From an optimization exercise on the open Yosys and OpenROAD flow, aimed at small area, a short achievable clock period and few clock cycles per item; shortcuts taken in it are not production practice.
RTL that was checked went through simulation tests only; none was proved equivalent to the original.
No activity file was given, so power comes from the tool's default toggle rates.

Design calculadora_top, start of the top module:
module calculadora_top (
    input logic clock,      
    input logic reset,      
    input logic [3:0] cmd,  
    output logic [1:0] status,
    output logic [3:0] data,
    output logic [3:0] position,
    output logic [63:0] segments,
    output logic [31:0] result
);
    logic [2:0] pos3;
    calculadora dut_calculadora (
        .clock(clock),
        .reset(reset),
        .cmd(cmd),
        .status(status),
        .data(data),
        .position(pos3),
        .result(result)
    );
    control dut_control (
        .clock(clock),
        .reset(reset),
        .position(pos3),
        .digit(data),
        .segments_out(segments)
    );
    assign position = {1'b0, pos3};
endmodule
clock: 5.0 ns
lec_check: 0
cap_margin: 20
core_margin: 2
core_utilization: 40
place_density: 0.6
setup_slack_margin: 1.6
slew_margin: 20
run.sh (not shown) runs the stock make flow with config.mk's settings and CLKGATE_MAP_FILE= SYNTH_SCRIPT=/design/flow/synth_recipe.tcl, a recipe that flattens the netlist after the stock synthesis.
The starting point finished with timing, DRC and antenna clean.
Rerun with:
SETUP_SLACK_MARGIN = 1.2   (was 1.6)
Result:
- design area is lower by 3.1%
- non-clock buffer count drops by 13
- clock skew climbs by 3.6 ps
- worst setup slack degrades by 330 ps
- synthesized cell count stays the same
- worst hold slack hardly moves
Function was not checked in any run of this note: the RTL went through the layout flow alone.

* * *

Setup of alpha:
The RTL this note starts from:
==> flow/design.v <==
module display (
    input  logic [3:0] data,
    output logic [6:0] segments
);
    always_comb begin
        case (data)
            4'b0000: segments = 7'b1111110;  
            4'b0001: segments = 7'b0110000;  
            4'b0010: segments = 7'b1101101;  
            4'b0011: segments = 7'b1111001;  
            4'b0100: segments = 7'b0110011;  
            4'b0101: segments = 7'b1011011;  
            4'b0110: segments = 7'b1011111;  
            4'b0111: segments = 7'b1110000;  
            4'b1000: segments = 7'b1111111;  
            4'b1001: segments = 7'b1110011;  
            default: segments = 7'b0000000;
        endcase
    end
endmodule
module control (
    input  logic [2:0]  position,
    input  logic [3:0]  digit,
    input  logic        clock,
    input  logic        reset,
    output logic [63:0] segments_out
);
    logic [6:0] seg_in;
    logic [6:0] seg [8];
    display dec (.data(digit), .segments(seg_in));
    always_ff @(posedge clock or posedge reset) begin
        if (reset) begin
            for (int i = 0; i < 8; i++) seg[i] <= 7'b1111110;  
        end else begin
            seg[position] <= seg_in;
        end
    end
    always_comb begin
        for (int i = 0; i < 8; i++) segments_out[8*i +: 8] = {seg[i], 1'b0};
    end
endmodule
module calculadora (
    input  logic [3:0]  cmd,
    input  logic        clock,
    input  logic        reset,
    output logic [1:0]  status,
    output logic [3:0]  data,
    output logic [2:0]  position,
    output logic [31:0] result
);
    localparam logic [3:0] CMD_RES = 4'b1110, CMD_CLR = 4'b1111;
    logic s_idle, s_ina, s_op, s_inb, s_done, s_err;
    logic n_idle, n_ina, n_op, n_inb, n_done, n_err;
    logic [26:0] x;        
    logic [31:0] vs, vc;   
    logic        mul, add, sub;       
    logic        n_mul, n_add, n_sub;
    logic        g_op;     
    logic        m_mul;    
    logic        m_as;     
    logic        b_add;    
    logic        b_sub;    
    logic        inv_a;    
    logic [31:0] acc;      
    logic        sat_r;    
    logic [3:0]  data_r;
    logic [2:0]  pos_r;
    wire is_dig = (cmd <= 4'd9);
    wire is_op  = (cmd == 4'd10) || (cmd == 4'd11) || (cmd == 4'd12);
    wire is_res = (cmd == CMD_RES);
    wire is_clr = (cmd == CMD_CLR);
    wire full   = (pos_r == 3'd7);    
    wire in_num = s_ina | s_inb;
    always_comb begin
        {n_idle, n_ina, n_op, n_inb, n_done, n_err} = {s_idle, s_ina, s_op, s_inb, s_done, s_err};
        if (s_idle) begin
            if (is_dig) begin n_idle = 1'b0; n_ina = 1'b1; end
        end
        if (s_ina) begin
            if (is_op) begin n_ina = 1'b0; n_op = 1'b1; end
            else if (is_dig & full) begin n_ina = 1'b0; n_err = 1'b1; end
            else if (is_clr) begin n_ina = 1'b0; n_idle = 1'b1; end
        end
        if (s_op) begin
            if (is_dig) begin n_op = 1'b0; n_inb = 1'b1; end
            else if (is_clr) begin n_op = 1'b0; n_idle = 1'b1; end
            else if (is_res) begin n_op = 1'b0; n_err = 1'b1; end
        end
        if (s_inb) begin
            if (is_res) begin n_inb = 1'b0; n_done = 1'b1; end
            else if (is_dig & full) begin n_inb = 1'b0; n_err = 1'b1; end
            else if (is_clr) begin n_inb = 1'b0; n_op = 1'b1; end
        end
        if (s_done) begin
            if (is_clr | is_dig) begin n_done = 1'b0; n_idle = 1'b1; end
        end
        if (s_err) begin
            if (is_clr) begin n_err = 1'b0; n_idle = 1'b1; end
        end
        {n_mul, n_add, n_sub} = {mul, add, sub};
        if ((s_ina | s_op) & is_op) begin
            n_mul = (cmd == 4'd12);
            n_add = (cmd == 4'd10);
            n_sub = (cmd == 4'd11);
        end
    end
    wire [31:0] a32 = {5'd0, x};
    wire [31:0] hs  = g_op ? 32'd0 : vs;
    wire [31:0] hc  = g_op ? 32'd0 : vc;
    wire [2:0]  lo1 = m_mul ? {2'b00, cmd[1] & cmd[0]}                
                          : (cmd[3] ? {2'b11, cmd[0]} : cmd[2:0]);
    wire [2:0]  lo3 = (b_add | b_sub) ? {cmd[3], ~cmd[3], 1'b0}
                    : m_mul ? 3'd0 : {1'b0, cmd[3], 1'b0};
    wire [31:0] u1 = {hs[28:0], lo1};
    wire [31:0] u2 = {hs[30:0], 1'b0};
    wire [31:0] u3 = {hc[28:0], lo3};
    wire [31:0] u4 = {hc[30:0], 1'b0};
    wire        sel8 = cmd[3] | (cmd[2] & cmd[1] & cmd[0]);
    wire        sel4 = ~cmd[3] & (cmd[2] ^ (cmd[1] & cmd[0]));
    wire [31:0] u5 = m_mul ? (sel8 ? {a32[28:0], 3'b000} : sel4 ? {a32[29:0], 2'b00} : 32'd0)
                   : b_add ? ~{a32[28:0], 3'b000}
                   : b_sub ? {a32[28:0], 3'b111}
                   : 32'd0;
    logic [31:0] u6;
    always_comb begin
        if (m_as) u6 = a32 ^ {32{inv_a}};
        else if (!m_mul) u6 = 32'd0;
        else case (cmd[1:0])
            2'd0: u6 = 32'd0;
            2'd1: u6 = a32;
            2'd2: u6 = {a32[30:0], 1'b0};
            2'd3: u6 = ~a32;
        endcase
    end
    function automatic logic [63:0] csa(input logic [31:0] a, b, c);
        logic [31:0] s, cy;
        s  = a ^ b ^ c;
        cy = (a & b) | (a & c) | (b & c);
        csa = {s, cy[30:0], 1'b0};
    endfunction
    wire [63:0] l1a = csa(u1, u2, u3);
    wire [63:0] l1b = csa(u4, u5, u6);
    wire [63:0] l2  = csa(l1a[63:32], l1a[31:0], l1b[31:0]);
    wire [63:0] l3  = csa(l2[63:32], l2[31:0], l1b[63:32]);
    wire [31:0] r = vs + vc;
    always_ff @(posedge clock) begin
        if (s_ina) x <= r[26:0];
        if (is_dig & (s_idle | s_ina | s_op | s_inb)) begin
            vs <= l3[63:32];
            vc <= l3[31:0];
        end
        {mul, add, sub} <= {n_mul, n_add, n_sub};
    end
    always_ff @(posedge clock or posedge reset) begin
        if (reset) begin
            s_idle <= 1'b1; s_ina <= 1'b0; s_op <= 1'b0;
            s_inb  <= 1'b0; s_done <= 1'b0; s_err <= 1'b0;
            g_op   <= 1'b1; m_mul <= 1'b0; m_as <= 1'b0;
            b_add  <= 1'b0; b_sub <= 1'b0; inv_a <= 1'b0;
            acc    <= 32'd0;
            sat_r  <= 1'b0;
            data_r <= 4'd0;
            pos_r  <= 3'd0;
        end else begin
            {s_idle, s_ina, s_op, s_inb, s_done, s_err} <= {n_idle, n_ina, n_op, n_inb, n_done, n_err};
            g_op  <= n_idle | n_op;
            m_mul <= (n_op | n_inb) & n_mul;
            m_as  <= (n_op | n_inb) & ~n_mul;
            b_add <= n_inb & n_add;
            b_sub <= n_inb & n_sub;
            inv_a <= (n_inb & n_add) | (n_op & n_sub);
            if (s_inb & is_res) begin
                acc   <= r ^ {32{sub}};
                sat_r <= sub & ~r[31];
            end
            if (is_dig & (s_idle | s_op)) begin
                data_r <= cmd; pos_r <= 3'd0;
            end else if (is_dig & in_num & ~full) begin
                data_r <= cmd; pos_r <= pos_r + 3'd1;
            end else if (is_op & s_ina) begin
                data_r <= CMD_CLR; pos_r <= 3'd0;
            end else if (is_op & s_op) begin
                data_r <= cmd; pos_r <= 3'd0;
            end else if (is_clr & s_ina) begin
                pos_r <= 3'd0;
            end else if (is_clr & (s_op | s_inb | s_done | s_err)) begin
                data_r <= CMD_CLR; pos_r <= 3'd0;
            end
        end
    end
    assign status   = {s_err, 1'b0};
    assign data     = data_r;
    assign position = pos_r;
    assign result   = acc | {32{sat_r}};
endmodule
module calculadora_top (
    input logic clock,      
    input logic reset,      
    input logic [3:0] cmd,  
    output logic [1:0] status,
    output logic [3:0] data,
    output logic [3:0] position,
    output logic [63:0] segments,
    output logic [31:0] result
);
    logic [2:0] pos3;
    calculadora dut_calculadora (
        .clock(clock),
        .reset(reset),
        .cmd(cmd),
        .status(status),
        .data(data),
        .position(pos3),
        .result(result)
    );
    control dut_control (
        .clock(clock),
        .reset(reset),
        .position(pos3),
        .digit(data),
        .segments_out(segments)
    );
    assign position = {1'b0, pos3};
endmodule
export LEC_CHECK = 0
export CAP_MARGIN = 20
export CORE_MARGIN = 2
export CORE_UTILIZATION = 40
export PLACE_DENSITY = 0.6
export SETUP_SLACK_MARGIN = 1.6
export SLEW_MARGIN = 20
create_clock -name core_clock -period 5.0 [get_ports {clock}]
standard.sh (not shown) runs the stock make flow with config.mk's settings and CLKGATE_MAP_FILE= SYNTH_SCRIPT=/design/flow/synth_recipe.tcl, a recipe that flattens the netlist after the stock synthesis.
==> flow/flow/run.sh <==
#!/bin/bash
# The standard layout (standard.sh, unchanged synthesis), with the port
# buffers made of a plain buffer cell instead of the one buffer_ports picks.
set -uo pipefail
export BUFFER_PORTS_ARGS="-buffer_cell sky130_fd_sc_hd__buf_1"
bash standard.sh > standard.log 2>&1
The final layout from alpha, which completed every stage, passed the timing, DRC and antenna checks at the end of the flow.
Testbench counts of alpha, summed over its fixed seeds: cycles 18,612, ops 1,600.
#### Input delta (beta over alpha)
diff --git a/flow/config.mk b/flow/config.mk
--- a/flow/config.mk
+++ b/flow/config.mk
@@ -11,3 +11,3 @@
 export PLACE_DENSITY = 0.6
-export SETUP_SLACK_MARGIN = 1.6
+export SETUP_SLACK_MARGIN = 1.9
 export SLEW_MARGIN = 20
--- outcome ---
Of alpha and beta, the run reporting the lower growth of design area from synthesis to finish was alpha. The wire length on met3 of beta exceeds that of alpha by 33%. Compared with alpha, beta shows a number of global-route vias before repair that is 534 higher. HPWL reported at the end of detailed placement, alpha and beta, higher one = beta. Worst setup slack in beta vs alpha: up 0.20 ns. Max wire length across alpha and beta: beta. sky130_fd_sc_hd__inv_1 as the most common cell after layout, fill and taps aside was reported by alpha, and sky130_fd_sc_hd__nand2_1 by beta. beta -> alpha: number of violations reported at the end of detailed-routing iteration 0 flat.
Input changes introduced in gamma (baseline for comparison: beta):
diff --git a/flow/config.mk b/flow/config.mk
--- a/flow/config.mk
+++ b/flow/config.mk
@@ -11,3 +11,3 @@
 export PLACE_DENSITY = 0.6
-export SETUP_SLACK_MARGIN = 1.9
+export SETUP_SLACK_MARGIN = 2.2
 export SLEW_MARGIN = 20
--- outcome ---
- Looking at gamma and beta, the detailed-route wire length on metal 1 is a wash.
- When gamma is set beside beta, its logic gate share of total power turns out to be 4.1 points larger.
- Summary of gamma over beta: post-CTS setup buffer count increased 22; share of cell area taken by multi-input logic gates increased 0.22 points; aggregate global-route resource usage increased 0.90 points; post-detailed-route via-to-cell ratio essentially unchanged.

## re-timing with driven ports
The flow's constraints put no driver on any port. The routed layouts listed below were extracted and timed again, unchanged, in two steps.
Step 1 assumes that a clkbuf_16 drives the clock port and a buf_2 every other input.
Step 2, shift: input delay + t, output delay - t, t = (earliest + latest rising clock arrival at the registers) / 2. This alone moves slack from input paths to output paths.
Slacks: ideal / step 1 / step 2; pairs: ideal / step 1.
run | t, ns | setup slack, ns | latest minus earliest clock arrival (ns)
the first run of note 1 | 0.510 | 1.608 / 1.590 / 1.080 | 0.010 / 0.010
the second run of note 1 | 0.504 | 1.277 / 1.307 / 0.804 | 0.013 / 0.013
alpha | 0.586 | 1.682 / 1.682 / 1.120 | 0.023 / 0.024
beta | 0.579 | 1.879 / 1.846 / 1.267 | 0.017 / 0.017
gamma | 0.566 | 1.847 / 1.818 / 1.252 | 0.018 / 0.018
After both steps setup and hold are still met in every run listed. For beta, which loses most, drivers alone change the setup slack by -0.033 ns; drivers and shift together by -0.612 ns.
